This design comes from an exercise in tuning for small area on the open sky130 flow, not from production work.
Function was checked by simulation only, so behaviour that the tests miss may differ from the original.
In every run shown here, the design's own scripts or RTL, not TritonCTS, make the clock network.
No driver is modelled on the clock port, so clock power and skew are understated where the tree is cut down; a real chip needs a root buffer or a tree.
Power is estimated from default activity; no workload was simulated.

`flow/config.mk`:
```
export PLATFORM = sky130hd
export DESIGN_NAME = steering
export DESIGN_NICKNAME = steering
export VERILOG_FILES = /design/flow/design.v
export SDC_FILE = /design/flow/constraint.sdc
export NUM_CORES = 4
export LEC_CHECK = 0
export ABC_AREA = 1
export CAP_MARGIN = 20
export CORE_MARGIN = 2
export CORE_UTILIZATION = 85
export SLEW_MARGIN = 20
```
`flow/constraint.sdc`:
```
create_clock -name core_clock -period 10.0 [get_ports {PCLK}]
set_input_delay 2.0000 -clock core_clock [delete_from_list [all_inputs] [get_ports {PCLK}]]
set_output_delay 2.0000 -clock core_clock [all_outputs]
set_load 0.01 [all_outputs]
```
`flow/design.v`:
```
module steering(
                    PCLK,
                    PENABLE,
                    PSEL,
                    PRESETN,
                    PWRITE,
                    PREADY,
                    PSLVERR,
                    PADDR,
                    PWDATA,
                    PRDATA,
                    SERVOMOTOR1,
                    SERVOMOTOR2,
                    SERVOMOTORPWM,
                    SAMPLEINT);
input PCLK, PENABLE, PSEL, PRESETN, PWRITE;
input wire [31:0] PWDATA;
input [7:0] PADDR;
output [31:0] PRDATA;
output PREADY, PSLVERR;
output reg SERVOMOTOR1, SERVOMOTOR2;
output SERVOMOTORPWM;
output SAMPLEINT;
assign PREADY = 1'b1;
assign PSLVERR = 1'b0;
assign PRDATA = 32'd0;
wire we = PENABLE & PWRITE & PSEL;
reg active;
reg [9:0] des_pos, act_pos;
always @(posedge PCLK)
begin
    if (!PRESETN)
    begin
        active <= 1'b0;
        des_pos <= 10'd512;
        act_pos <= 10'd0;
    end
    else if (we)
    begin
        if (PWDATA[20])
            act_pos <= PWDATA[9:0];
        else if (active)
            des_pos <= PWDATA[9:0];
        if (PWDATA[23])
            active <= 1'b0;
        else if (PWDATA[22])
            active <= 1'b1;
    end
end
localparam [16:0] S_0      = 17'hce3b;
localparam [16:0] S_50001  = 17'h05ab;
localparam [16:0] S_99990  = 17'hec59;
localparam [16:0] S_100000 = 17'h1671d;
reg [16:0] dc;
reg tick;
reg sint;
reg comp;
wire wrap = (dc == S_100000);
always @(posedge PCLK)
begin
    if (!PRESETN)
    begin
        dc <= S_0;
        tick <= 1'b1;
        sint <= 1'b0;
    end
    else
    begin
        dc <= {dc[15:0], dc[16] ^ dc[13] ^ wrap};
        tick <= wrap;
        if (tick)
            sint <= 1'b1;
        else if (dc == S_50001)
            sint <= 1'b0;
    end
end
assign SAMPLEINT = sint;
always @(posedge PCLK)
    comp <= (dc == S_99990) | (comp & ~tick);
reg [11:0] r;
reg [5:0] c;
reg Y, pwm;
reg [65:0] R;
wire [10:0] dcy;
wire [9:0] nact = ~act_pos;
assign dcy[0] = 1'b1;
assign dcy[10:1] = (des_pos & nact) | (dcy[9:0] & (des_pos ^ nact));
wire [10:0] d = {~dcy[10], des_pos ^ nact ^ dcy[9:0]};
wire e0 = R[55] & comp;
wire e1 = R[44] & comp;
wire e2 = R[33] & comp;
wire e3 = R[22] & comp;
wire e4 = R[11] & comp;
wire o12 = e1 | e2, a12 = e1 & e2, o34 = e3 | e4, a34 = e3 & e4;
wire [3:0] th = {a12 & a34, (a12 & o34) | (a34 & o12), a12 | a34 | (o12 & o34), o12 | o34};
reg [7:0] u;
always @(*)
begin
    case ({tick, e0, th})
        6'b000000: u = 8'h00;
        6'b000001: u = 8'hf5;
        6'b000011: u = 8'hea;
        6'b000111: u = 8'hdf;
        6'b001111: u = 8'hd4;
        6'b010000: u = 8'h2e;
        6'b010001: u = 8'h23;
        6'b010011: u = 8'h18;
        6'b010111: u = 8'h0d;
        6'b011111: u = 8'h02;
        6'b100000: u = 8'h00;
        6'b100001: u = 8'h0b;
        6'b100011: u = 8'h16;
        6'b100111: u = 8'h21;
        6'b101111: u = 8'h2c;
        6'b110000: u = 8'hd2;
        6'b110001: u = 8'hdd;
        6'b110011: u = 8'he8;
        6'b110111: u = 8'hf3;
        6'b111111: u = 8'hfe;
        default: u = 8'h00;
    endcase
end
reg [6:0] A;
wire [7:0] Ax = {A[6], A};
wire [8:0] scy;
assign scy[0] = 1'b0;
assign scy[8:1] = (Ax & u) | (scy[7:0] & (Ax ^ u));
wire [7:0] S = Ax ^ u ^ scy[7:0];
always @(posedge PCLK)
    A <= {S[7] & comp, S[6:1]};    
reg clr;
always @(posedge PCLK)
    clr <= ~PRESETN | (clr & ~(r == 12'hf3b));    
always @(posedge PCLK)
begin
    R <= {R[0], R[65:1]};
    if (comp)
        R[10] <= S[0];
    if (clr)
        R[10] <= 1'b0;
    if (tick)
        R[10:0] <= d;
end
wire neg = S[7];
wire [11:0] hi = {S[7:0], R[10:7]};
wire hz = ~(|hi);                      
wire ho = &hi;                         
wire [5:0] x = R[6:1];
wire acte = active & PRESETN;
reg [5:0] m;
reg mc;
always @(posedge PCLK)
begin
    if (tick | ~PRESETN)
    begin
        m <= {6{~acte}} | ({6{hz}} & ~x) | ({6{ho}} & x);
        mc <= ~acte | hz;
        SERVOMOTOR1 <= acte & neg;
        SERVOMOTOR2 <= acte & ~neg;
    end
end
localparam [11:0] R_0    = 12'h807;
localparam [11:0] R_79   = 12'h5cd;
localparam [11:0] R_3919 = 12'h403;
wire rend = (r == R_3919);
wire pend = c[5] & c[4] & c[1] & c[0] & (r == R_79);    
wire cz = c[5] & c[4] & c[3];                           
wire [6:0] ccy;
assign ccy[0] = 1'b1;
assign ccy[6:1] = c & ccy[5:0];
wire [5:0] cinc = c ^ ccy[5:0];
wire [6:0] cley;
assign cley[0] = mc;
assign cley[6:1] = (m & c) | (cley[5:0] & (m ^ c));
always @(posedge PCLK)
begin
    if (!PRESETN)
    begin
        r <= R_0;
        c <= 6'd0;
        Y <= 1'b1;
        pwm <= 1'b0;
    end
    else
    begin
        if (pend)
        begin
            r <= R_3919;
            c <= 6'd63;
        end
        else
        begin
            r <= {r[10:0], r[11] ^ r[4] ^ r[1] ^ r[0] ^ rend};
            if (rend)
                c <= cinc;
        end
        Y <= cz | ~cley[6];
        pwm <= Y;
    end
end
assign SERVOMOTORPWM = pwm;
endmodule
```
`flow/flow/run.sh`:
```
#!/bin/bash
# Standard ORFS layout (the standard.sh) with these changes:
#  - after the floorplan, flow/rmp_stage.tcl re-maps the combinational logic for area
#    with OpenROAD's restructure (registers untouched) and merges the tie cells;
#  - buf_1 as the port buffer, and one tie cell per constant value instead of one per port;
#  - the clock tree is built by flow/mycts.tcl (one root buffer, six leaf buffers over
#    balanced k-means clusters of the flip-flops) instead of TritonCTS's H-tree, after
#    taking gates back to their smallest drive strength (repair_design then sizes up
#    what the slew and capacitance limits need).
# Each step's output goes to a log of its own: ORFS's logs under orfs/logs, make's output
# to flow_make_*.log, the restructure step to rmp_stage.log (ABC's to rmp_work/abc.log)
# and the clock tree step to cts_stage.log.
set -euo pipefail
here=$(pwd)
knobs=("BUFFER_PORTS_ARGS=-buffer_cell sky130_fd_sc_hd__buf_1" "SKIP_REPAIR_TIE_FANOUT=1")
res=$here/orfs/results/$FLOW_PLATFORM/steering/base
logs=$here/orfs/logs/$FLOW_PLATFORM/steering/base
bash standard.sh "${knobs[@]}" floorplan > flow_make_floorplan.log 2>&1
python3 $here/flow/filter_lib.py $FLOW_HOME/platforms/sky130hd/lib/sky130_fd_sc_hd__tt_025C_1v80.lib \
  $here/rmp_lib.lib > filter_lib.log 2>&1
RES_DIR=$res RMP_LIB=$here/rmp_lib.lib RMP_WORK=$here/rmp_work \
  openroad -no_init -exit $here/flow/rmp_stage.tcl > rmp_stage.log 2>&1
bash standard.sh "${knobs[@]}" place > flow_make_place.log 2>&1
RES_DIR=$res MYCTS_DIR=$here/flow MYCTS_NLEAF=6 MYCTS_LEAF=sky130_fd_sc_hd__buf_12 \
  MYCTS_ROOT=sky130_fd_sc_hd__clkbuf_8 \
  openroad -no_init -exit $here/flow/cts_stage.tcl > cts_stage.log 2>&1
cp cts_stage.log $logs/4_1_cts.log
cp $res/4_1_cts.odb $res/4_cts.odb
touch $res/4_cts.sdc
bash standard.sh "${knobs[@]}" finish > flow_make_finish.log 2>&1
```
`flow/flow/cts_stage.tcl`:
```
# Replaces ORFS's clock tree step: reads the placed design, builds the clock tree with
# mycts.tcl, legalizes the new buffers and writes what ORFS's CTS step writes.
set R $::env(RES_DIR)
read_liberty $::env(FLOW_HOME)/platforms/sky130hd/lib/sky130_fd_sc_hd__tt_025C_1v80.lib
read_db $R/3_place.odb
read_sdc $R/3_place.sdc
source $::env(FLOW_HOME)/platforms/sky130hd/setRC.tcl
# Synthesis sized some gates up for fanout; take every combinational gate back to its
# smallest drive strength and let repair_design size up only what the slew and
# capacitance limits need.
set db [ord::get_db]
set nsw 0
foreach inst [[ord::get_db_block] getInsts] {
  set mname [[$inst getMaster] getName]
  if {![regexp {^sky130_fd_sc_hd__([a-z0-9]+)_([0-9]+)$} $mname -> base drive]} continue
  if {$drive <= 1} continue
  if {[regexp {^(df|edf|sdf|sedf|dl|buf|clkbuf|clkdly|dly|conb|tap|fill|decap)} $base]} continue
  foreach d {1 0} {
    set nm [$db findMaster sky130_fd_sc_hd__${base}_$d]
    if {$nm ne "NULL"} { $inst swapMaster $nm; incr nsw; break }
  }
}
puts "downsized $nsw gates"
repair_design -slew_margin 20 -cap_margin 20
source $::env(MYCTS_DIR)/mycts.tcl
set_propagated_clock [all_clocks]
detailed_placement
check_placement -verbose
estimate_parasitics -placement
report_clock_skew
report_worst_slack -min
report_worst_slack -max
set worst 0
foreach pin [get_pins -hierarchical */CLK] { set s [get_property $pin slew_max]; if {$s > $worst} {set worst $s} }
puts "worst flip-flop clock pin slew (placement estimate): $worst"
write_db $R/4_1_cts.odb
write_sdc -no_timestamp $R/4_cts.sdc
```
`flow/flow/filter_lib.py`:
```
# Copies a Liberty file without the cells the platform marks don't-use (probe_p_8,
# probec_p_8 and the lpflow_ cells), for the area restructuring step's own ABC run.
import re, sys
src, dst = sys.argv[1], sys.argv[2]
text = open(src).read()
out = []
i = 0
pat = re.compile(r'\n\s*cell\s*\(\s*"?([A-Za-z0-9_]+)"?\s*\)\s*\{')
while True:
    m = pat.search(text, i)
    if not m:
        out.append(text[i:])
        break
    name = m.group(1)
    start = m.start()
    depth = 0
    j = m.end() - 1
    while True:
        c = text[j]
        if c == '{':
            depth += 1
        elif c == '}':
            depth -= 1
            if depth == 0:
                break
        j += 1
    drop = re.search(r'__(probe_p_8|probec_p_8|lpflow_)', name) is not None
    out.append(text[i:start])
    if not drop:
        out.append(text[start:j + 1])
    i = j + 1
open(dst, 'w').write(''.join(out))
```
`flow/flow/mycts.tcl`:
```
# Clock tree built by hand: one root clock buffer next to the clock port's sinks' centre,
# driving NLEAF leaf clock buffers, each at the centre of a k-means cluster of flip-flops.
proc env_or { name default } { if { [info exists ::env($name)] && $::env($name) ne "" } { return $::env($name) } { return $default } }
set nleaf [env_or MYCTS_NLEAF 5]
set leafcell [env_or MYCTS_LEAF sky130_fd_sc_hd__clkbuf_8]
set rootcell [env_or MYCTS_ROOT sky130_fd_sc_hd__clkbuf_8]
set block [ord::get_db_block]
set db [ord::get_db]
set clk [$block findNet PCLK]
set sinks {}
foreach it [$clk getITerms] {
  set inst [$it getInst]
  set bb [$inst getBBox]
  set x [expr {([$bb xMin] + [$bb xMax]) / 2.0}]
  set y [expr {([$bb yMin] + [$bb yMax]) / 2.0}]
  lappend sinks [list $it $x $y]
}
set n [llength $sinks]
puts "mycts: $n sinks, $nleaf leaves"
set sorted [lsort -real -index 1 $sinks]
set cx {}; set cy {}
for {set k 0} {$k < $nleaf} {incr k} {
  set s [lindex $sorted [expr {int(($k + 0.5) * $n / $nleaf)}]]
  lappend cx [lindex $s 1]; lappend cy [lindex $s 2]
}
set cap [expr {int(ceil(double($n) / $nleaf))}]
for {set iter 0} {$iter < 30} {incr iter} {
  # capacity-limited assignment: closest (sink, centre) pairs first, at most cap sinks a centre
  set pairs {}
  set i 0
  foreach s $sinks {
    for {set k 0} {$k < $nleaf} {incr k} {
      lappend pairs [list [expr {abs([lindex $s 1] - [lindex $cx $k]) + abs([lindex $s 2] - [lindex $cy $k])}] $i $k]
    }
    incr i
  }
  set pairs [lsort -real -index 0 $pairs]
  for {set k 0} {$k < $nleaf} {incr k} { set sx($k) 0.0; set sy($k) 0.0; set cnt($k) 0 }
  array unset asg
  set left $n
  foreach p $pairs {
    set i [lindex $p 1]; set k [lindex $p 2]
    if {[info exists asg($i)] || $cnt($k) >= $cap} continue
    set asg($i) $k
    incr cnt($k)
    set s [lindex $sinks $i]
    set sx($k) [expr {$sx($k) + [lindex $s 1]}]
    set sy($k) [expr {$sy($k) + [lindex $s 2]}]
    incr left -1
    if {$left == 0} break
  }
  set cx {}; set cy {}
  for {set k 0} {$k < $nleaf} {incr k} {
    lappend cx [expr {$sx($k) / $cnt($k)}]; lappend cy [expr {$sy($k) / $cnt($k)}]
  }
}
set assign {}
for {set i 0} {$i < $n} {incr i} { lappend assign $asg($i) }
for {set k 0} {$k < $nleaf} {incr k} { puts "mycts: leaf $k: $cnt($k) sinks" }
set leafm [$db findMaster $leafcell]
set rootm [$db findMaster $rootcell]
# root buffer at the mean of the leaf centres
set rx 0.0; set ry 0.0
for {set k 0} {$k < $nleaf} {incr k} { set rx [expr {$rx + [lindex $cx $k]}]; set ry [expr {$ry + [lindex $cy $k]}] }
set rx [expr {int($rx / $nleaf)}]; set ry [expr {int($ry / $nleaf)}]
set root [odb::dbInst_create $block $rootm clkbuf_root]
$root setLocation $rx $ry
$root setPlacementStatus PLACED
set rootnet [odb::dbNet_create $block clknet_root]
$rootnet setSigType CLOCK
[$root findITerm A] connect $clk
[$root findITerm X] connect $rootnet
for {set k 0} {$k < $nleaf} {incr k} {
  set b [odb::dbInst_create $block $leafm clkbuf_leaf_$k]
  $b setLocation [expr {int([lindex $cx $k])}] [expr {int([lindex $cy $k])}]
  $b setPlacementStatus PLACED
  set ln [odb::dbNet_create $block clknet_leaf_$k]
  $ln setSigType CLOCK
  [$b findITerm A] connect $rootnet
  [$b findITerm X] connect $ln
  set leafnet($k) $ln
}
set i 0
foreach s $sinks {
  set it [lindex $s 0]
  set k [lindex $assign $i]
  $it disconnect
  $it connect $leafnet($k)
  incr i
}
$clk setSigType CLOCK
```
`flow/flow/rmp_stage.tcl`:
```
# Area recovery on the floorplanned netlist: OpenROAD's restructure (ABC) re-maps the
# combinational logic for area; registers are left as synthesis made them. Then the
# tie cells it makes are merged into one, and the result replaces 2_floorplan.odb.
set R $::env(RES_DIR)
read_liberty $::env(FLOW_HOME)/platforms/sky130hd/lib/sky130_fd_sc_hd__tt_025C_1v80.lib
read_db $R/2_floorplan.odb
read_sdc $R/2_floorplan.sdc
source $::env(FLOW_HOME)/platforms/sky130hd/setRC.tcl
proc comb_area {} {
  set a 0.0
  foreach inst [[ord::get_db_block] getInsts] {
    set m [$inst getMaster]
    if {[string match "*tapvpwrvgnd*" [$m getName]]} continue
    set a [expr {$a + [$m getWidth] * [$m getHeight] / 1e6}]
  }
  return $a
}
puts "cell area before restructure: [comb_area]"
report_worst_slack -max
file mkdir $::env(RMP_WORK)
restructure -target area -liberty_file $::env(RMP_LIB) \
  -tielo_port sky130_fd_sc_hd__conb_1/LO -tiehi_port sky130_fd_sc_hd__conb_1/HI \
  -work_dir $::env(RMP_WORK) -abc_logfile $::env(RMP_WORK)/abc.log
puts "cell area after restructure: [comb_area]"
# merge the tie cells into one
set block [ord::get_db_block]
set keep ""
foreach inst [$block getInsts] {
  if {[[$inst getMaster] getName] ne "sky130_fd_sc_hd__conb_1"} continue
  if {$keep eq ""} { set keep $inst; continue }
  foreach pin {LO HI} {
    set it [$inst findITerm $pin]
    set n [$it getNet]
    if {$n eq "NULL"} continue
    set kit [$keep findITerm $pin]
    set kn [$kit getNet]
    if {$kn eq "NULL"} {
      $it disconnect
      $kit connect $n
      continue
    }
    foreach lt [$n getITerms] { if {$lt ne $it} { $lt disconnect; $lt connect $kn } }
    foreach bt [$n getBTerms] { $bt connect $kn }
    $it disconnect
    odb::dbNet_destroy $n
  }
  odb::dbInst_destroy $inst
}
set nt 0
foreach inst [$block getInsts] { if {[[$inst getMaster] getName] eq "sky130_fd_sc_hd__conb_1"} { incr nt } }
puts "tie cells: $nt"
puts "cell area after merging ties: [comb_area]"
report_worst_slack -max
report_worst_slack -min
write_db $R/2_floorplan.odb
```
`flow/standard.sh`:
```
#!/bin/bash
# synth_recipe.tcl (not shown) runs the flow's synth.tcl, then flattens the netlist and writes it again
# the make line also repeats each setting of config.mk as NAME=value (left out here)
make -C /OpenROAD-flow-scripts/flow DESIGN_CONFIG=/design/flow/config.mk WORK_HOME=/design/flow/orfs CLKGATE_MAP_FILE= SYNTH_SCRIPT=/design/flow/synth_recipe.tcl "${@:-finish}"
```
==> flow_summary.ini, run 1 <==
[run_status]
outcome = timing/DRC/antenna clean

[sta]
tns_ns = 0
period_share_pct = 50.49
setup_violations = 0
tightestPinTransition_ns = 0.9424
min_period_ns = 5.049
finalHoldViolations = 0
slew_headroom_pct = 36.59
rsz0062_at_grt = false
finalMaxSlewViolations = 0
fmax_mhz = 198.1
fin_skew_ns = 0.01494

[yosys]
avgSynthCellArea_sq_um = 9.248
synth_edf_count = 9
syn-cell-area_sq_um = 5410
synth_area_leader_cell = dfxtp_1
synth_ff_type = dfxtp_1
ys_seq_elements = 144
synth_seq_area_share_pct = 54.95
synth_area_leaders = dfxtp_1 (50%), nand2_1 (7.2%), fa_1 (5.6%)
synthArstFlopShare_pct = 0
synth_top_area_share_pct = 49.95
ys_types = 39
syn-num-nets = 660
syn_inst = 585
yosys_warnings = 1

[grt]
grtUsageTotal_pct = 26.52
antenna_found_initial = 0
grt_pass1_vias = 3452
overflow = 0
grt_max_degree = 34
grt_pass1_wl_um = 15640

[setup_path]
critical-path-top-delay-family = compound AO/OA/AOI/OAI gates
cp_slowest_stage_delay_ns = 0.72
critical_path_class = flop to flop
worstRegToRegCells = 20
crit_required_ns = 10.20
cp_num_buf_inv = 2
start_kind = flop
path_cells = clkinv_1 > o21ai_0 > o22ai_1 > nand2_1 > o21ai_0 > nor2_1 > o21ai_0 > nor2_1 > o21ai_0 > nor2_1 > o21ai_0 > nor2_1 > nor2_1 > a21oi_1 > nor2_1 > o21ai_0 > clkinv_1 > nor4_1 > nand3_1 > o221ai_1
slowest_stage = dfxtp_1
cp.depth = 20
critPathMaxFanout = 20
crit_arrival_ns = 5.25
endpoint_kind = flop

[placement]
port_buffers = 21
gp_congestion = 0.8664
dpl_cell_area_sq_um = 4980
dp_hpwl_um = 6329

[detailed_routing]
vias = 3640
finalWirelength_um = 9222
drt_first_pass_iters = 5
drt_iter0_drc = 252
vias_per_cell = 5.938
drc = 0
drtAntennaViolNets = 0
wl_per_cell_um = 15.04

[pwr]
peakVddDrop_mv = 0.1871
p_sw_share_pct = 24.95
pwr-share-comb_pct = 9.7
power_frac_seq_pct = 64.0
p_int_uw = 759.0
clockPowerShare_pct = 26.4
p_sw_uw = 252.3
leakage_nw = 1.809
power.density_nw_per_um2 = 197.8

[hold_path]
hold_depth = 0
worstHoldPathType = flop to flop

[layout]
n_antenna_cell = 0
postLayoutCellArea_sq_um = 5114
layout-drive-gt1-share_pct = 1.866
syn2layout_area_growth_pct = -5.481
fin_nets = 584

[die]
floorplan.initialDensity_pct = 86.69
die_w_um = 83.78
die_h_um = 83.78
die_area_sq_um = 7019
num_io_pins = 83
fp-row-count = 29
core_sq_um = 6241

[clocking]
path_clk_slew_ns = 0.10
worstSkewPairLatency_ns = 0.38

[job]
max_cap_violations = 0
per-stage QoR:
stage / total power [mW] / setup slack, ns / std cells / utilization (%) / hold slack, ns
6_report: 1.011 / 4.951 / 613 / 81.94 / 0.3166
5_1_grt: 1.053 / 4.208 / 613 / 81.94 / 0.3262
3_5_place_dp: 0.7546 / 5.139 / 606 / 79.79 / 0.3121
3_3_place_gp: 0.7472 / 5.250 / 606 / 79.79 / 0.3097
2_1_floorplan: 0.7417 / 5.505 / 585 / - / 0.3096
synth_stat cells (2+ instances only):
cell type	number
a31oi_1	8
clkinv_1	2
nand2_2	4
buf_4	34
o211ai_1	4
nor4_1	7
nor2_1	48
nand2_1	104
o21ai_0	45
edfxtp_1	9
dfxtp_1	135
or2_2	2
ha_1	15
xnor2_1	2
a21oi_1	17
inv_1	75
fa_1	15
nand4_1	12
conb_1	2
nor3_1	5
clkbuf_1	9
inv_2	3
nand3_1	12
sequential cells by signal, indices dropped and copies added, names as in the netlist, 6 cells and up:
| register | flops |
|---|---|
| A | 7 |
| R | 66 |
| act_pos | 10 |
| c | 6 |
| dc | 17 |
| des_pos | 10 |
| m | 6 |
| r | 12 |
power by group through the flow:
stage | Clock, mW | Sequential [mW] | Combinational, mW
after floorplan | 0 | 0.654 | 0.0881
after global placement | 0 | 0.656 | 0.0908
after detailed placement | 0 | 0.659 | 0.0957
after global routing | 0.290 | 0.652 | 0.111
final | 0.267 | 0.647 | 0.0978
placed cells by master, fill, tap and decap left out:
| cell | n |
|---|---|
| a41o_1 | 1 |
| o22ai_1 | 34 |
| buf_1 | 21 |
| conb_1 | 1 |
| a22o_1 | 1 |
| o32ai_1 | 2 |
| clkbuf_8 | 1 |
| nor4_1 | 5 |
| or2_0 | 6 |
| o221ai_1 | 8 |
| o2bb2ai_1 | 2 |
| and2_0 | 2 |
| clkinv_1 | 62 |
| a211oi_1 | 3 |
| dfxtp_1 | 135 |
| o41ai_1 | 1 |
| a31oi_1 | 1 |
| o21ai_0 | 46 |
| a21oi_1 | 27 |
| nand4b_1 | 2 |
| nand3_1 | 7 |
| or4_1 | 5 |
| nor3_1 | 6 |
| o32a_1 | 1 |
| nand4_1 | 12 |
| a22oi_1 | 5 |
| buf_4 | 3 |
| o21a_1 | 8 |
| buf_12 | 6 |
| or3_1 | 4 |
| o41a_1 | 1 |
| edfxtp_1 | 9 |
| nand2_1 | 35 |
| nor2_1 | 70 |
| nor2b_1 | 3 |
routing by layer:
metal / vias up / wire [um] / GRT usage (%)
met3: 13 / 434 / 2.374
met1: 1691 / 4005 / 35.44
met2: 104 / 4648 / 48.07
met4: 0 / 134 / 4.106
met5: - / 0 / 0
li1: 1832 / - / -
final timing paths:
path | start | end | slack [ns]
worst max register to register | tick$_SDFF_PN1_ | m[5]$_DFFE_PP_ | 4.95
worst max-delay path | tick$_SDFF_PN1_ | m[5]$_DFFE_PP_ | 4.95
worst min-delay path | R[60]$_DFF_P_ | R[59]$_DFF_P_ | 0.32
worst min register to register | R[60]$_DFF_P_ | R[59]$_DFF_P_ | 0.32
final cells by class:
class                           instances  area (sq um)
Inverter                               62         232.7
Tap cell                               77         96.34
Multi-Input combinational cell        299          1577
Buffer                                  7         133.9
Sequential cell                       144          2973
Timing Repair Buffer                   24         101.3
Fill cell                             392          1127
cell families after synthesis:
| kind of cell | Yosys count | share of synthesized area [%] |
|---|---|---|
| AOI/OAI and AO/OA | 78 | 7.817 |
| xor gates and xnor gates | 2 | 0.3238 |
| adders and majority gates | 30 | 9.019 |
| buffers and inverters | 126 | 11.19 |
| DFF | 144 | 54.95 |
| other | 2 | 0.1388 |
| and+or+nand+nor | 203 | 16.56 |
==> inputs of run 2 (changes only) <==
--- a/flow/config.mk
+++ b/flow/config.mk
@@ -9,4 +9,5 @@
 export CAP_MARGIN = 20
 export CORE_MARGIN = 2
-export CORE_UTILIZATION = 85
+export CORE_UTILIZATION = 70
+export GPL_TIMING_DRIVEN = 0
 export SLEW_MARGIN = 20
==> flow_summary.ini, run 2 <==
[sta]
finalHoldViolations = 0
min_period_ns = 5.062
fin_skew_ns = 0.008354
slew_headroom_pct = 30.24
tightestPinTransition_ns = 1.038
setup_violations = 0
rsz0062_at_grt = false
tns_ns = 0
fmax_mhz = 197.5
period_share_pct = 50.62
finalMaxSlewViolations = 0

[setup_path]
cp_num_buf_inv = 2
path_cells = clkinv_1 > o21ai_0 > o22ai_1 > nand2_1 > o21ai_0 > nor2_1 > o21ai_0 > nor2_1 > o21ai_0 > nor2_1 > o21ai_0 > nor2_1 > nor2_1 > a21oi_1 > nor2_1 > o21ai_0 > clkinv_1 > nor4_1 > nand3_1 > o221ai_1
cp_slowest_stage_delay_ns = 0.73
start_kind = flop
r2r_start = tick$_SDFF_PN1_
endpoint_kind = flop
critPathMaxFanout = 20
critical-path-top-delay-family = compound AO/OA/AOI/OAI gates
slowest_stage = dfxtp_1
critPathLaunch = tick$_SDFF_PN1_
crit_required_ns = 10.20
crit_arrival_ns = 5.27
critical_path_class = flop to flop

[pwr]
p_int_uw = 758.6
power_frac_seq_pct = 64.1
peakVddDrop_mv = 0.1103
clockPowerShare_pct = 26.3
p_sw_uw = 247.5
power.density_nw_per_um2 = 196.3
leakage_nw = 1.795
p_sw_share_pct = 24.60
pwr-share-comb_pct = 9.5

[layout]
final_cell_mix = dfxtp_1 (135), nor2_1 (70), clkinv_1 (62)
fill_cells = 641
regMostFlops = R
stdcell_count = 636
multi_input_area_sq_um = 1577
n_antenna_cell = 0
largest_reg_flops = 66
syn2layout_area_growth_pct = -5.250
fin_nets = 582
layout-drive-gt1-share_pct = 1.311
layout_commonest_cell = dfxtp_1
top_regs = R: 66 flops, dc: 17 flops, r: 12 flops
regArea_sq_um = 2973

[detailed_routing]
drt_iter0_drc = 171
drc = 0
drtAntennaViolNets = 0
finalWirelength_um = 8460
wl_per_cell_um = 13.30
vias_per_cell = 5.557
drt_first_pass_iters = 4
vias = 3534

[yosys]
syn-num-nets = 660
synth_edf_count = 9
synthTopCellsByCount = dfxtp_1 (135), nand2_1 (104), inv_1 (75)
synth_compound_area_share_pct = 7.817
synth_area_leaders = dfxtp_1 (50%), nand2_1 (7.2%), fa_1 (5.6%)
synth_ff_type = dfxtp_1
synth_most_common_cell = dfxtp_1
synth_seq_area_share_pct = 54.95
synthSimpleGateAreaFrac_pct = 16.56
synth_area_leader_cell = dfxtp_1
synthXorXnorAreaFrac_pct = 0.3238
synth_top_area_share_pct = 49.95
ys_types = 39
synth_top_family_by_area = simple AND/OR/NAND/NOR gates
syn_inst = 585
yosys_warnings = 1
avgSynthCellArea_sq_um = 9.248
synthArstFlopShare_pct = 0
syn-cell-area_sq_um = 5410
synth_adder_area_share_pct = 9.019
synth.mux.area_fraction_pct = 0
ys_seq_elements = 144

[die]
fp-row-count = 32
die_w_um = 91.92
floorplan.initialDensity_pct = 71.12
die_h_um = 91.92
num_io_pins = 83
die_area_sq_um = 8448
core_sq_um = 7607

[job]
max_cap_violations = 0

[grt]
overflow = 0
grt_pass1_vias = 3288
grt_max_degree = 35
grt_pass1_wl_um = 14420
antenna_found_initial = 0
grtUsageTotal_pct = 20.12

[clocking]
worstSkewPairLatency_ns = 0.37
path_clk_slew_ns = 0.10

[placement]
place_inst = 629
dp_hpwl_um = 5849
gp_congestion = 0.8252
port_buffers = 21

[hold_path]
worstHoldPathType = flop to flop
min-delay-start = R[56]$_DFF_P_

[run_status]
outcome = timing/DRC/antenna clean
==> run 2: metrics by stage <==
step	hold WS (ns)	utilization [%]	cell area [sq um]	setup WS (ns)	power (mW)
after detailed placement	0.3121	65.63	4992	4.918	0.7523
final	0.3254	67.38	5126	4.938	1.006
after global routing	0.3264	67.38	5126	4.284	1.051
after floorplan	0.3096	-	5410	5.505	0.7417
after global placement	0.3110	65.63	4992	4.958	0.7486
==> run 2: cells by family after synthesis <==
| family | Yosys count |
|---|---|
| flops | 144 |
| buf+inv | 126 |
| other cells | 2 |
| xor+xnor | 2 |
| simple gates | 203 |
| compound gates | 78 |
| fa+ha+maj | 30 |
==> run 2: metal layers <==
metal | vias to the layer above | GRT usage, % | part of all wire, %
met5 | - | 0 | 0
met4 | 0 | 3.358 | 1.5
met3 | 11 | 1.972 | 3.9
met2 | 74 | 35.42 | 47
met1 | 1613 | 27.54 | 48
li1 | 1836 | - | -
==> run 2: final timing paths <==
| kind | to | cells after the start | slack (ns) |
|---|---|---|---|
| setup reg to reg | m[5]$_DFFE_PP_ | 20 | 4.94 |
| hold / removal | R[55]$_DFF_P_ | 0 | 0.33 |
| hold reg to reg | R[55]$_DFF_P_ | 0 | 0.33 |
| setup / recovery | m[5]$_DFFE_PP_ | 20 | 4.94 |
==> run 2: power groups by stage <==
stage	Clock [mW]	Sequential (mW)	Combinational [mW]
global placement	0	0.657	0.0917
global route	0.291	0.650	0.110
floorplan	0	0.654	0.0881
detailed placement	0	0.658	0.0943
finish	0.265	0.645	0.0959
==> run 2: final cells by class <==
| cell class | count | share of cell area (%) |
|---|---|---|
| Timing Repair Buffer | 21 | 1.538 |
| Sequential cell | 144 | 57.99 |
| Multi-Input combinational cell | 299 | 30.75 |
| Buffer | 8 | 2.685 |
| Tap cell | 102 | 2.490 |
| Inverter | 62 | 4.540 |
==> inputs of run 3 (changes only) <==
--- a/flow/config.mk
+++ b/flow/config.mk
@@ -10,4 +10,4 @@
 export CORE_MARGIN = 2
 export CORE_UTILIZATION = 70
-export GPL_TIMING_DRIVEN = 0
+export CTS_BUF_LIST = sky130_fd_sc_hd__clkbuf_8
 export SLEW_MARGIN = 20
==> flow_summary.ini, run 3 <==
[grt]
grt_pass1_wl_um = 14460
grt_pass1_vias = 3229
antenna_found_initial = 0
grt_max_degree = 35
overflow = 0
grtUsageTotal_pct = 20.20

[setup_path]
critical_path_class = flop to flop
crit_arrival_ns = 5.05
cp_slowest_stage_delay_ns = 0.64
path_cells = nand3_1 > nor3_1 > nor2_1 > clkinv_1 > o21ai_0 > o22ai_1 > nor2_1 > o21ai_0 > nor2_1 > o21ai_0 > nor2_1 > o21ai_0 > nor2_1 > o21ai_0 > nor2_1 > nor2_1 > a21oi_1 > nor2_1 > a21oi_1 > nor2_1 > a21oi_1 > or4_1 > o221ai_1
critPathMaxFanout = 7
slowest_stage = or4_1
rrSetupSlack_ns = 5.16
crit_required_ns = 10.21
endpoint_kind = flop
worst_path_most_repeated_cell = nor2_1
start_kind = flop

[job]
max_cap_violations = 0

[sta]
slew_headroom_pct = 33.61
finalMaxSlewViolations = 0
tightestPinTransition_ns = 0.9898
finalHoldViolations = 0
period_share_pct = 48.39
tns_ns = 0
setup_violations = 0
min_period_ns = 4.839
fmax_mhz = 206.6
fin_skew_ns = 0.01336
rsz0062_at_grt = false

[yosys]
synth_most_common_cell = dfxtp_1
synth_seq_area_share_pct = 54.95
synthArstFlopShare_pct = 0
synth_top_area_share_pct = 49.95
syn_inst = 585
synth_area_leaders = dfxtp_1 (50%), nand2_1 (7.2%), fa_1 (5.6%)
ys_types = 39
syn-num-nets = 660
syn-cell-area_sq_um = 5410
synth_area_leader_cell = dfxtp_1
synth_ff_type = dfxtp_1
yosys_warnings = 1
avgSynthCellArea_sq_um = 9.248
synth_edf_count = 9
synthTopCellsByCount = dfxtp_1 (135), nand2_1 (104), inv_1 (75)
ys_seq_elements = 144

[detailed_routing]
drc = 0
drtAntennaViolNets = 0
wl_per_cell_um = 13.31
drt_first_pass_iters = 5
vias_per_cell = 5.494
drt_iter0_drc = 141
vias = 3505
finalWirelength_um = 8489

[layout]
syn2layout_area_growth_pct = -4.903
regMostFlops = R
stdcell_count = 638
layout_commonest_cell = dfxtp_1
n_antenna_cell = 0
top_regs = R: 66 flops, dc: 17 flops, r: 12 flops
final_cell_mix = dfxtp_1 (135), nor2_1 (70), clkinv_1 (62)
layout-drive-gt1-share_pct = 1.866
largest_reg_flops = 66
fin_nets = 584

[die]
die_w_um = 91.92
floorplan.initialDensity_pct = 71.12
core_sq_um = 7607
die_h_um = 91.92
die_area_sq_um = 8448
fp-row-count = 32
num_io_pins = 83

[pwr]
leakage_nw = 1.809
power.density_nw_per_um2 = 195.9
peakVddDrop_mv = 0.09964
p_total_mw = 1.008

[run_status]
outcome = timing/DRC/antenna clean

[placement]
gp_congestion = 0.8203
dp_hpwl_um = 5858
place_inst = 631
port_buffers = 21

[hold_path]
worstHoldPathType = flop to flop

[clocking]
path_clk_slew_ns = 0.10
worstSkewPairLatency_ns = 0.38
## run 3: worst max-delay path, delay by kind of cell, from the launching register on
| kind | cells | cell delay [ns] |
|---|---|---|
| and+or+nand+nor | 12 | 2.13 |
| buffers and inverters | 1 | 0.07 |
| DFF | 1 | 0.49 |
| AOI/OAI and AO/OA | 10 | 1.97 |
## run 3: cell type report
cell class / instances / area (sq um)
Fill cell: 630 / 2462
Tap cell: 102 / 127.6
Timing Repair Buffer: 24 / 101.3
Multi-Input combinational cell: 299 / 1577
Sequential cell: 144 / 2973
Buffer: 7 / 133.9
Inverter: 62 / 232.7
## run 3: report_power, final
group          total (mW)  switching, mW  internal [mW]
clock               0.265          0.163          0.103
combinational      0.0976         0.0648         0.0328
sequential          0.645         0.0212          0.623
total                1.01          0.249          0.759
## run 3: cell families (layout without fill, tap and decap cells)
| group | count (synthesis) | after routing | share of synthesized area, % |
|---|---|---|---|
| simple gates | 203 | 157 | 16.56 |
| buf+inv | 126 | 93 | 11.19 |
| other cells | 2 | 1 | 0.1388 |
| compound gates | 78 | 141 | 7.817 |
| flops | 144 | 144 | 54.95 |
| fa+ha+maj | 30 | 0 | 9.019 |
| xor+xnor | 2 | 0 | 0.3238 |
## run 3: stage by stage
stage / instance area (sq um) / hold WS [ns] / worst slack (ns) / util (%)
2_1_floorplan: 5410 / 0.3096 / 5.505 / -
3_3_place_gp: 5011 / 0.3111 / 5.356 / 65.87
3_5_place_dp: 5011 / 0.3121 / 5.247 / 65.87
5_1_grt: 5145 / 0.3352 / 4.443 / 67.63
6_report: 5145 / 0.3245 / 5.161 / 67.63
## run 3: routing by layer
layer,wire length (um),share of wire [%],GRT usage (%)
met5,0,0,0
met1,4149,49,28.23
met3,333,3.9,1.561
met2,3878,46,34.99
met4,127,1.5,3.731
## run 3: final timing paths
| check | startpoint | end | cells past startpoint |
|---|---|---|---|
| worst min register to register | R[25]$_DFF_P_ | R[24]$_DFF_P_ | 0 |
| worst max-delay path | comp$_DFF_P_ | m[3]$_DFFE_PP_ | 23 |
| worst min-delay path | R[25]$_DFF_P_ | R[24]$_DFF_P_ | 0 |
| worst max register to register | comp$_DFF_P_ | m[3]$_DFFE_PP_ | 23 |
==> inputs of run 4 (changes only) <==
--- a/flow/flow/run.sh
+++ b/flow/flow/run.sh
@@ -4,11 +4,4 @@
 #    with OpenROAD's restructure (registers untouched) and merges the tie cells;
 #  - buf_1 as the port buffer, and one tie cell per constant value instead of one per port;
-#  - the clock tree is built by flow/mycts.tcl (one root buffer, six leaf buffers over
-#    balanced k-means clusters of the flip-flops) instead of TritonCTS's H-tree, after
-#    taking gates back to their smallest drive strength (repair_design then sizes up
-#    what the slew and capacitance limits need).
-# Each step's output goes to a log of its own: ORFS's logs under orfs/logs, make's output
-# to flow_make_*.log, the restructure step to rmp_stage.log (ABC's to rmp_work/abc.log)
-# and the clock tree step to cts_stage.log.
 set -euo pipefail
 here=$(pwd)
--- a/flow/config.mk
+++ b/flow/config.mk
@@ -10,4 +10,4 @@
 export CORE_MARGIN = 2
 export CORE_UTILIZATION = 70
-export CTS_BUF_LIST = sky130_fd_sc_hd__clkbuf_8
+export GPL_TIMING_DRIVEN = 0
 export SLEW_MARGIN = 20
==> flow_summary.ini, run 4 <==
[yosys]
ys_types = 39
synthArstFlopShare_pct = 0
syn_inst = 585
synthSimpleGateAreaFrac_pct = 16.56
synthXorXnorAreaFrac_pct = 0.3238
synth_ff_type = dfxtp_1
synthTopCellsByCount = dfxtp_1 (135), nand2_1 (104), inv_1 (75)
avgSynthCellArea_sq_um = 9.248
syn-cell-area_sq_um = 5410
synth.mux.area_fraction_pct = 0
synth_top_area_share_pct = 49.95
syn-num-nets = 660
synth_area_leaders = dfxtp_1 (50%), nand2_1 (7.2%), fa_1 (5.6%)
synth_top_family_by_area = simple AND/OR/NAND/NOR gates
synth_area_leader_cell = dfxtp_1
synth_seq_area_share_pct = 54.95
synth_adder_area_share_pct = 9.019
synth_edf_count = 9
synth_most_common_cell = dfxtp_1
yosys_warnings = 1
ys_seq_elements = 144
synth_compound_area_share_pct = 7.817

[detailed_routing]
drtAntennaViolNets = 0
wl_per_cell_um = 13.30
drt_iter0_drc = 171
drc = 0
vias_per_cell = 5.557
finalWirelength_um = 8460
vias = 3534
drt_first_pass_iters = 4

[pwr]
leakage_nw = 1.795
peakVddDrop_mv = 0.1103
power.density_nw_per_um2 = 196.3

[die]
num_io_pins = 83
die_h_um = 91.92
die_w_um = 91.92
core_sq_um = 7607
floorplan.initialDensity_pct = 71.12
die_area_sq_um = 8448
fp-row-count = 32

[placement]
gp_congestion = 0.8252
port_buffers = 21
dp_hpwl_um = 5849
place_inst = 629

[grt]
antenna_found_initial = 0
grt_pass1_wl_um = 14420
met1_usage_pct = 27.54
grtUsageMet3_pct = 1.972
grtUsageMet2_pct = 35.42
grt_max_degree = 35
grtUsageTotal_pct = 20.12
grt_pass1_vias = 3288
overflow = 0
grt.busiest_layer = met2

[layout]
layout_commonest_cell = dfxtp_1
layout-drive-gt1-share_pct = 1.311
n_antenna_cell = 0
fill_cells = 641
largest_reg_flops = 66
regArea_sq_um = 2973
syn2layout_area_growth_pct = -5.250
fin_nets = 582
stdcell_count = 636
top_regs = R: 66 flops, dc: 17 flops, r: 12 flops
multi_input_area_sq_um = 1577
regMostFlops = R
final_cell_mix = dfxtp_1 (135), nor2_1 (70), clkinv_1 (62)

[hold_path]
worstHoldPathType = flop to flop

[run_status]
outcome = timing/DRC/antenna clean

[setup_path]
critPathMaxFanout = 20
endpoint_kind = flop
crit_required_ns = 10.20
crit_arrival_ns = 5.27
start_kind = flop
critical_path_class = flop to flop

[clocking]
path_clk_slew_ns = 0.10
worstSkewPairLatency_ns = 0.37

[sta]
setup_violations = 0
slew_headroom_pct = 30.24
tightestPinTransition_ns = 1.038
finalHoldViolations = 0
min_period_ns = 5.062
fin_skew_ns = 0.008354
rsz0062_at_grt = false
tns_ns = 0
finalMaxSlewViolations = 0
fmax_mhz = 197.5
period_share_pct = 50.62

[job]
max_cap_violations = 0
run 4: cell count changes in the layout (fill, tap and decap cells not counted):
cell | previous run | this run
buf_4 | 3 | 0
buf_1 | 21 | 22
run 4: stage by stage:
stage               hold slack [ns]  area (sq um)  utilization [%]  total power, mW  setup slack [ns]
finish                       0.3254          5126            67.38            1.006             4.938
global route                 0.3264          5126            67.38            1.051             4.284
detailed placement           0.3121          4992            65.63           0.7523             4.918
global placement             0.3110          4992            65.63           0.7486             4.958
floorplan                    0.3096          5410                -           0.7417             5.505
run 4: final cells by class:
type | instances | area share, %
buffer | 8 | 2.685
multi-input combinational | 299 | 30.75
tap | 102 | 2.490
inverter | 62 | 4.540
sequential | 144 | 57.99
timing repair buffer | 21 | 1.538
run 4: logic make-up after synthesis:
logic type,Yosys count
and+or+nand+nor,203
xor gates and xnor gates,2
adders and majority gates,30
buffers and inverters,126
DFF,144
AOI/OAI and AO/OA,78
other,2
run 4: worst max-delay path, stage by stage (launching register included):
cell,delay [ns]
dfxtp_1,0.73
clkinv_1,0.64
o21ai_0,0.33
o22ai_1,0.17
nand2_1,0.10
o21ai_0,0.13
nor2_1,0.15
o21ai_0,0.15
nor2_1,0.17
o21ai_0,0.14
nor2_1,0.15
o21ai_0,0.14
nor2_1,0.17
nor2_1,0.05
a21oi_1,0.22
nor2_1,0.08
o21ai_0,0.40
clkinv_1,0.17
nor4_1,0.30
nand3_1,0.24
o221ai_1,0.26
run 4: path summary, 6_finish.rpt:
path / startpoint / end / slack [ns] / cells after the start
hold reg to reg: R[56]$_DFF_P_ / R[55]$_DFF_P_ / 0.33 / 0
setup reg to reg: tick$_SDFF_PN1_ / m[5]$_DFFE_PP_ / 4.94 / 20
hold / removal: R[56]$_DFF_P_ / R[55]$_DFF_P_ / 0.33 / 0
setup / recovery: tick$_SDFF_PN1_ / m[5]$_DFFE_PP_ / 4.94 / 20
run 4: routing by layer:
layer | share of wire, % | vias to the layer above
met5 | 0 | -
met1 | 48 | 1613
met3 | 3.9 | 11
met2 | 47 | 74
li1 | - | 1836
met4 | 1.5 | 0
run 4: power breakdown:
group	switching (mW)	internal [mW]
combinational	0.0636	0.0323
sequential	0.0218	0.623
clock	0.162	0.103
total	0.247	0.759
==> inputs of run 5 (changes only) <==
--- a/flow/design.v
+++ b/flow/design.v
@@ -131,5 +131,5 @@
 reg clr;
 always @(posedge PCLK)
-    clr <= ~PRESETN | (clr & ~(r == 12'hf3b));    
+    clr <= ~PRESETN | (clr & ~(r[10] & r[9] & r[5] & r[4]));    
 always @(posedge PCLK)
 begin
--- a/flow/flow/run.sh
+++ b/flow/flow/run.sh
@@ -15,5 +15,5 @@
   openroad -no_init -exit $here/flow/rmp_stage.tcl > rmp_stage.log 2>&1
 bash standard.sh "${knobs[@]}" place > flow_make_place.log 2>&1
-RES_DIR=$res MYCTS_DIR=$here/flow MYCTS_NLEAF=6 MYCTS_LEAF=sky130_fd_sc_hd__buf_12 \
+RES_DIR=$res MYCTS_DIR=$here/flow MYCTS_NLEAF=7 MYCTS_LEAF=sky130_fd_sc_hd__buf_8 \
   MYCTS_ROOT=sky130_fd_sc_hd__clkbuf_8 \
   openroad -no_init -exit $here/flow/cts_stage.tcl > cts_stage.log 2>&1
==> flow_summary.ini, run 5 <==
[die]
core_sq_um = 7607
fp-row-count = 32
die_w_um = 91.99
num_io_pins = 83
die_h_um = 91.99
die_area_sq_um = 8461
floorplan.initialDensity_pct = 71.23

[hold_path]
hold_depth = 0
min-delay-start = R[43]$_DFF_P_
worstHoldPathType = flop to flop
min_to = R[42]$_DFF_P_

[layout]
n_antenna_cell = 0
final_cell_mix = dfxtp_1 (135), nor2_1 (66), clkinv_1 (59)
regMostFlops = R
fin_nets = 580
top_regs = R: 66 flops, dc: 17 flops, r: 12 flops
syn2layout_area_growth_pct = -5.842
layout_commonest_cell = dfxtp_1
layout-drive-gt1-share_pct = 2.068
fill_cells = 620
largest_reg_flops = 66
stdcell_count = 634

[sta]
period_share_pct = 48.70
rsz0062_at_grt = false
setup_violations = 0
finalHoldViolations = 0
slew_headroom_pct = 38.92
tightestPinTransition_ns = 0.9079
fmax_mhz = 205.3
finalMaxSlewViolations = 0
min_period_ns = 4.870
fin_skew_ns = 0.01157
tns_ns = 0

[yosys]
synthTopCellsByCount = dfxtp_1 (135), nand2_1 (102), inv_1 (85)
syn_inst = 593
synth_top_area_share_pct = 49.87
syn-num-nets = 668
synthArstFlopShare_pct = 0
yosys_warnings = 1
ys_seq_elements = 144
synth_area_leader_cell = dfxtp_1
synth_ff_type = dfxtp_1
avgSynthCellArea_sq_um = 9.138
ys_types = 32
syn-cell-area_sq_um = 5419
synth_seq_area_share_pct = 54.86
synth_edf_count = 9
synth_most_common_cell = dfxtp_1
synth_area_leaders = dfxtp_1 (50%), nand2_1 (7.1%), inv_1 (5.9%)

[pwr]
power.density_nw_per_um2 = 192.5
pwr-share-comb_pct = 9.4
p_sw_share_pct = 24.68
p_total_uw = 982.1
clockPowerShare_pct = 25.0
p_sw_uw = 242.4
p_int_uw = 739.8
peakVddDrop_mv = 0.1874
power_frac_seq_pct = 65.6
leakage_nw = 1.796

[placement]
place_inst = 625
port_buffers = 21
gp_congestion = 0.8008
dp_hpwl_um = 5823

[setup_path]
crit_arrival_ns = 5.06
critPathMaxFanout = 20
crit_required_ns = 10.19
critical_path_class = flop to flop
rrSetupSlack_ns = 5.13
r2r_start = tick$_SDFF_PN1_
reg2reg_to = m[5]$_DFFE_PP_
endpoint_kind = flop
worstRegToRegCells = 18
start_kind = flop

[detailed_routing]
vias_per_cell = 5.454
drt_first_pass_iters = 4
drc = 0
vias = 3458
drt_iter0_drc = 146
finalWirelength_um = 8442
wl_per_cell_um = 13.32
drtAntennaViolNets = 0

[job]
max_cap_violations = 0

[grt]
overflow = 0
grt_pass1_wl_um = 14370
grtUsageTotal_pct = 20.28
grt_pass1_vias = 3192
grt_max_degree = 35
antenna_found_initial = 0

[clocking]
worstSkewPairLatency_ns = 0.37
path_clk_slew_ns = 0.11

[run_status]
outcome = timing/DRC/antenna clean
[run 5: power groups by stage]
stage          clock network (mW)  registers (mW)  logic, mW
6_report                    0.245           0.645     0.0920
5_1_grt                     0.270           0.650      0.106
3_5_place_dp                    0           0.658     0.0913
3_3_place_gp                    0           0.656     0.0887
2_1_floorplan                   0           0.653     0.0877
[run 5: kinds of logic after synthesis]
logic type,count (synthesis),share of synthesized area [%]
simple gates,200,16.07
flops,144,54.86
buf+inv,135,11.78
compound gates,80,7.828
fa+ha+maj,30,9.005
xor+xnor,2,0.3233
other cells,2,0.1386
[run 5: area by class of cell]
class                      count  area, sq um  area share (%)
tap                          102        127.6           2.501
timing repair buffer          22        85.08           1.667
buffer                         9        122.6           2.403
multi-input combinational    297         1569           30.75
inverter                      60        225.2           4.414
sequential                   144         2973           58.26
[run 5: critical path, cell delays in order, from the launching register on]
cell and delay (ns):
dfxtp_1 0.69, clkinv_1 0.60, or2_0 0.40, o21ai_0 0.31, nor2_1 0.11, o21ai_0 0.29
nor2_1 0.10, o21ai_0 0.26, nor2_1 0.10, o21ai_0 0.27, nor2_1 0.11, nor2_1 0.10
a21oi_1 0.07, nor2_1 0.14, a21oi_1 0.07, nor2_1 0.11, a21oi_1 0.07, or4_1 0.64
o221ai_1 0.24
[run 5: metal layers]
metal  track usage [%]  wire length [um]  vias to the layer above
met5                 0                 0                        -
li1                  -                 -                     1823
met1             28.13              3992                     1553
met3             1.808               369                       15
met2             35.05              3903                       67
met4             3.980               176                        0
[run 5: worst max path at each step]
stage | startpoint | end | slack, ns | cells past startpoint
2_1_floorplan | comp$_DFF_P_ | m[2]$_DFFE_PP_ | 5.51 | 24
3_3_place_gp | PRESETN | m[5]$_DFFE_PP_ | 4.69 | 4
3_5_place_dp | PRESETN | r[0]$_SDFF_PP1_ | 4.73 | 5
5_1_grt | tick$_SDFF_PN1_ | m[2]$_DFFE_PP_ | 4.51 | 18
6_report | tick$_SDFF_PN1_ | m[5]$_DFFE_PP_ | 5.13 | 18
[run 5: metrics by stage]
stage	setup WS [ns]	hold slack, ns	cell area [sq um]	utilization [%]
2_1_floorplan	5.513	0.3096	5419	-
3_3_place_gp	4.690	0.3108	4977	65.43
3_5_place_dp	4.726	0.3121	4977	65.43
5_1_grt	4.509	0.3420	5102	67.07
6_report	5.130	0.3276	5102	67.07
==> inputs of run 6 (changes only) <==
--- a/flow/design.v
+++ b/flow/design.v
@@ -149,5 +149,4 @@
 wire acte = active & PRESETN;
 reg [5:0] m;
-reg mc;
 always @(posedge PCLK)
 begin
@@ -155,9 +154,9 @@
     begin
         m <= {6{~acte}} | ({6{hz}} & ~x) | ({6{ho}} & x);
-        mc <= ~acte | hz;
         SERVOMOTOR1 <= acte & neg;
         SERVOMOTOR2 <= acte & ~neg;
     end
 end
+wire mc = ~SERVOMOTOR1;
 localparam [11:0] R_0    = 12'h807;
 localparam [11:0] R_79   = 12'h5cd;
==> flow_summary.ini, run 6 <==
[detailed_routing]
vias_per_cell = 5.462
vias = 3392
drc = 0
drtAntennaViolNets = 0
drt_first_pass_iters = 4
wl_per_cell_um = 13.05
drt_iter0_drc = 177
finalWirelength_um = 8104

[placement]
gp_congestion = 0.8095
dp_hpwl_um = 5712
port_buffers = 21

[layout]
syn2layout_area_growth_pct = -5.658
n_antenna_cell = 0
largest_reg_flops = 66
regMostFlops = R
layout_commonest_cell = dfxtp_1
final_cell_mix = dfxtp_1 (135), nor2_1 (66), clkinv_1 (52)
layout-drive-gt1-share_pct = 1.724
postLayoutCoreUtil_pct = 68.87
fin_nets = 570
top_regs = R: 66 flops, dc: 17 flops, r: 12 flops

[sta]
fmax_mhz = 183.3
rsz0062_at_grt = false
finalHoldViolations = 0
setup_violations = 0
finalMaxSlewViolations = 0
fin_skew_ns = 0.01433
tightestPinTransition_ns = 0.9882
slew_headroom_pct = 32.42
period_share_pct = 54.55
tns_ns = 0
min_period_ns = 5.455

[die]
floorplan.initialDensity_pct = 73.00
die_w_um = 91.44
die_area_sq_um = 8360
fp-row-count = 31
die_h_um = 91.44
core_sq_um = 7331
num_io_pins = 83

[yosys]
ys_seq_elements = 143
syn-num-nets = 655
synth_seq_area_share_pct = 54.99
syn-cell-area_sq_um = 5351
synthTopCellsByCount = dfxtp_1 (135), nand2_1 (94), inv_1 (81)
syn_inst = 580
synthArstFlopShare_pct = 0
synth_edf_count = 8
synth_area_leader_cell = dfxtp_1
ys_types = 33
synth_ff_type = dfxtp_1
yosys_warnings = 1
synth_most_common_cell = dfxtp_1
synth_area_leaders = dfxtp_1 (51%), nand2_1 (6.6%), inv_1 (5.7%)
synth_top_area_share_pct = 50.50
avgSynthCellArea_sq_um = 9.227

[setup_path]
critPathMaxFanout = 6
start_kind = flop
endpoint_kind = flop
critical_path_class = flop to flop
crit_arrival_ns = 5.65
crit_required_ns = 10.20
critPathLaunch = comp$_DFF_P_
r2r_start = comp$_DFF_P_

[hold_path]
min-delay-start = R[51]$_DFF_P_
worstHoldPathType = flop to flop

[grt]
grt_pass1_vias = 3132
grt_pass1_wl_um = 14080
grtUsageTotal_pct = 19.68
grt_max_degree = 36
antenna_found_initial = 0
overflow = 0

[clocking]
path_clk_slew_ns = 0.11
worstSkewPairLatency_ns = 0.37

[pwr]
leakage_nw = 1.778
power.density_nw_per_um2 = 188.6
peakVddDrop_mv = 0.1241

[job]
max_cap_violations = 0

[run_status]
outcome = timing/DRC/antenna clean
## run 6: cell count changes in the layout (fill, tap and decap cells not counted), sizes merged, moves of 3 or more
cell	delta
o22ai	-7
nand2	+7
or2	+3
a21oi	-7
or4	-3
clkinv	-7
## run 6: area by class of cell
cell class	count	area, sq um
sequential	143	2943
tap	99	123.9
fill	569	2282
buffer	9	122.6
inverter	52	195.2
multi-input combinational	297	1585
timing repair buffer	21	78.83
## run 6: power by group
| part | switching (mW) | total, mW | internal [mW] |
|---|---|---|---|
| clock network | 0.158 | 0.244 | 0.0858 |
| logic | 0.0512 | 0.0764 | 0.0252 |
| registers | 0.0187 | 0.632 | 0.613 |
## run 6: metrics by stage
stage	total power, mW	worst slack [ns]	std cells	hold WS (ns)	instance area, sq um
floorplan	0.7139	5.514	580	0.3096	5351
global placement	0.7176	4.732	613	0.3095	4925
detailed placement	0.7208	4.585	613	0.3121	4925
global route	0.9965	3.754	621	0.3340	5049
finish	0.9520	4.545	621	0.3196	5049
## run 6: path summary, 6_finish.rpt
| kind | slack [ns] | depth (start not counted) | endpoint |
|---|---|---|---|
| setup / recovery | 4.55 | 22 | m[1]$_DFFE_PP_ |
| hold / removal | 0.32 | 0 | R[50]$_DFF_P_ |
| setup reg to reg | 4.55 | 22 | m[1]$_DFFE_PP_ |
| hold reg to reg | 0.32 | 0 | R[50]$_DFF_P_ |
## run 6: kinds of logic (layout without fill, tap and decap cells)
kind of cell	count (synthesis)	after routing	synth area share, %
DFF	143	143	54.99
buffers and inverters	130	82	11.57
other	2	1	0.1403
and+or+nand+nor	192	162	15.67
adders and majority gates	30	0	9.119
xor gates and xnor gates	2	1	0.3274
AOI/OAI and AO/OA	81	133	8.184
## run 6: layer usage
metal | track usage, % | wire [um] | vias up
met3 | 1.660 | 265 | 7
met2 | 34.87 | 3723 | 70
met5 | 0 | 0 | -
li1 | - | - | 1786
met4 | 2.778 | 113 | 0
met1 | 26.92 | 4001 | 1529
## run 6: critical path: stages (launching register included)
cell,delay (ns)
dfxtp_1,0.47
clkinv_1,0.19
a2111oi_0,0.79
nor2_1,0.25
and2_0,0.24
nor2_1,0.15
nor2_1,0.08
nand2_1,0.14
nand2_1,0.08
a21oi_1,0.18
nor2b_1,0.17
o21bai_1,0.16
nor2_1,0.05
o21ai_0,0.21
nor2b_1,0.20
o21bai_1,0.17
nor2_1,0.09
o21ai_0,0.26
nor2_1,0.08
o21ai_0,0.41
nand4_1,0.13
or4_1,0.53
o221ai_1,0.24
==> inputs of run 7 (changes only) <==
--- a/flow/design.v
+++ b/flow/design.v
@@ -56,5 +56,5 @@
 reg sint;
 reg comp;
-wire wrap = (dc == S_100000);
+wire wrap;
 always @(posedge PCLK)
 begin
@@ -71,5 +71,5 @@
         if (tick)
             sint <= 1'b1;
-        else if (dc == S_50001)
+        else if ((dc & 17'h0b3ff) == 17'h001ab)    
             sint <= 1'b0;
     end
@@ -77,5 +77,6 @@
 assign SAMPLEINT = sint;
 always @(posedge PCLK)
-    comp <= (dc == S_99990) | (comp & ~tick);
+    comp <= (~sint & ((dc & 17'h0d77f) == 17'h0c459)) | (comp & ~tick);    
+assign wrap = comp & dc[13] & dc[4];
 reg [11:0] r;
 reg [5:0] c;
@@ -163,5 +164,5 @@
 localparam [11:0] R_3919 = 12'h403;
 wire rend = (r == R_3919);
-wire pend = c[5] & c[4] & c[1] & c[0] & (r == R_79);    
+wire pend = c[5] & c[4] & c[1] & c[0] & r[8] & r[3] & r[2] & r[0] & ~r[4];
 wire cz = c[5] & c[4] & c[3];                           
 wire [6:0] ccy;
==> flow_summary.ini, run 7 <==
[run_status]
outcome = timing/DRC/antenna clean

[layout]
layout-drive-gt1-share_pct = 1.751
syn2layout_area_growth_pct = -5.824
postLayoutCoreUtil_pct = 68.44
multi_input_area_sq_um = 1549
top_regs = R: 66 flops, dc: 17 flops, r: 12 flops
largest_reg_flops = 66
fin_nets = 562
layout_commonest_cell = dfxtp_1
final_cell_mix = dfxtp_1 (135), nor2_1 (65), o21ai_0 (51)
postLayoutCellArea_sq_um = 5017
regMostFlops = R
n_antenna_cell = 0
regArea_sq_um = 2943
fill_cells = 597
stdcell_count = 613

[pwr]
leakage_nw = 1.754
p_total_uw = 942.7
peakVddDrop_mv = 0.1367
power.density_nw_per_um2 = 187.9

[detailed_routing]
wl_per_cell_um = 13.15
finalWirelength_um = 8063
drtAntennaViolNets = 0
drc = 0
drt_iter0_drc = 143
vias = 3369
vias_per_cell = 5.496
drt_first_pass_iters = 6

[setup_path]
slowest_stage = or4_1
path_cells = clkinv_1 > o221ai_1 > clkinv_1 > nor3_1 > o32a_1 > nand2_1 > a21oi_1 > nor2_1 > o21ai_0 > nor2_1 > o21ai_0 > nor2b_1 > o21bai_1 > nor2_1 > o21ai_0 > o21ai_0 > o21ai_0 > nand4_1 > or4_1 > o221ai_1
start_kind = flop
crit_arrival_ns = 5.32
cp_slowest_stage_delay_ns = 0.53
endpoint_kind = flop
crit_required_ns = 10.20
worst_path_most_repeated_cell = o21ai_0
critPathMaxFanout = 6
critical_path_class = flop to flop

[job]
max_cap_violations = 0

[grt]
grt_pass1_vias = 3049
grt_max_degree = 40
grtUsageTotal_pct = 19.05
antenna_found_initial = 0
grt_pass1_wl_um = 13620
overflow = 0

[die]
die_h_um = 91.24
die_w_um = 91.24
core_sq_um = 7331
num_io_pins = 83
die_area_sq_um = 8325
floorplan.initialDensity_pct = 72.67
fp-row-count = 31

[hold_path]
worstHoldPathType = flop to flop

[yosys]
synth_top_area_share_pct = 50.73
avgSynthCellArea_sq_um = 9.463
synthArstFlopShare_pct = 0
synth_area_leader_cell = dfxtp_1
synth_edf_count = 8
ys_seq_elements = 143
synth_seq_area_share_pct = 55.24
syn-cell-area_sq_um = 5328
synth_ff_type = dfxtp_1
synth_most_common_cell = dfxtp_1
synth_area_leaders = dfxtp_1 (51%), fa_1 (5.6%), nand2_1 (5.6%)
ys_types = 40
yosys_warnings = 1
syn-num-nets = 638
synthTopCellsByCount = dfxtp_1 (135), nand2_1 (79), inv_1 (75)
syn_inst = 563

[sta]
fmax_mhz = 195.2
finalHoldViolations = 0
fin_skew_ns = 0.01419
setup_slack_ns = 4.877
slew_headroom_pct = 25.84
rsz0062_at_grt = false
period_share_pct = 51.23
min_period_ns = 5.123
tns_ns = 0
tightestPinTransition_ns = 1.104
setup_violations = 0
finalMaxSlewViolations = 0
holdWs_ns = 0.3288

[placement]
dpl_cell_area_sq_um = 4871
gp_congestion = 0.7883
dp_hpwl_um = 5575
port_buffers = 21
place_inst = 604
place_ws_ns = 4.907

[clocking]
worstSkewPairLatency_ns = 0.37
path_clk_slew_ns = 0.11
[run 7: cell count changes after synthesis, sizes merged, moves of 2 or more]
cell / change
a21oi: +7
nand3: -3
nor2: +2
inv: -7
nand4: -4
nor3: -5
nand2: -9
[run 7: layout make-up]
cell class,count,area share (%)
buffer,9,2.444
timing repair buffer,22,2.120
multi-input combinational,294,30.87
sequential,143,58.65
tap,99,2.469
inverter,46,3.441
[run 7: path summary, 6_finish.rpt]
check | startpoint | end | slack [ns] | cells past startpoint
min | R[32]$_DFF_P_ | R[31]$_DFF_P_ | 0.33 | 0
max reg2reg | comp$_DFF_P_ | m[0]$_DFFE_PP_ | 4.88 | 20
min reg2reg | R[32]$_DFF_P_ | R[31]$_DFF_P_ | 0.33 | 0
max | comp$_DFF_P_ | m[0]$_DFFE_PP_ | 4.88 | 20
[run 7: logic make-up (layout without fill, tap and decap cells)]
logic type               Yosys count  after routing  share of synthesized area [%]
XOR/XNOR                           3              1                         0.4933
AO/OA/AOI/OAI                     87            138                          8.972
adder cells (fa/ha/maj)           30              0                          9.159
buffers and inverters            125             77                          11.41
other                              2              1                         0.1410
flip-flops                       143            143                          55.24
AND/OR/NAND/NOR                  173            154                          14.58
[run 7: worst max-delay path: cells and delay by family, from the launching register on]
| kind | cells | cell delay [ns] |
|---|---|---|
| buffers and inverters | 2 | 0.50 |
| AO/OA/AOI/OAI | 10 | 2.52 |
| AND/OR/NAND/NOR | 8 | 1.44 |
| flip-flops | 1 | 0.50 |
[run 7: where the power goes]
part | switching, mW | internal, mW
registers | 0.0177 | 0.612
clock network | 0.157 | 0.0859
logic | 0.0465 | 0.0239
[run 7: routing by layer]
metal / routed length [um] / vias up / global-route usage (%) / share of wire (%)
met5: 0 / - / 0 / 0
met4: 113 / 0 / 2.778 / 1.4
met3: 361 / 11 / 1.577 / 4.5
met2: 3609 / 70 / 32.65 / 45
met1: 3979 / 1531 / 27.15 / 49
li1: - / 1757 / - / -

afterwards: timing with drivers on the ports:
Ports are ideal in the flow. The routed layouts listed here were re-timed in OpenROAD. Step 1, drivers: a clkbuf_16 drives PCLK and a buf_2 each remaining input, both assumed. Step 2 moves the port delays by t, midway between the first and last clock arrival at a register: inputs arrive t later, outputs are due t later. That takes back most of the time a late clock gives input paths. Three values: no drivers, after step 1, after step 2; two values: the first two.
| run | t (ns) | setup WS [ns] | latest minus earliest clock arrival (ns) | cell pins on the clock port's net |
|---|---|---|---|---|
| run 1 | 0.403 | 4.951 / 4.951 / 4.951 | 0.015 / 0.015 | 1 |
| run 2 | 0.396 | 4.938 / 4.938 / 4.938 | 0.009 / 0.010 | 1 |
| run 3 | 0.404 | 5.161 / 5.161 / 5.161 | 0.015 / 0.014 | 1 |
| run 4 | 0.396 | 4.938 / 4.938 / 4.938 | 0.009 / 0.010 | 1 |
| run 5 | 0.397 | 5.130 / 5.130 / 5.130 | 0.012 / 0.013 | 1 |
| run 6 | 0.400 | 4.545 / 4.545 / 4.545 | 0.015 / 0.014 | 1 |
| run 7 | 0.390 | 4.877 / 4.877 / 4.877 | 0.015 / 0.015 | 1 |
After both steps every run listed still meets setup and hold.
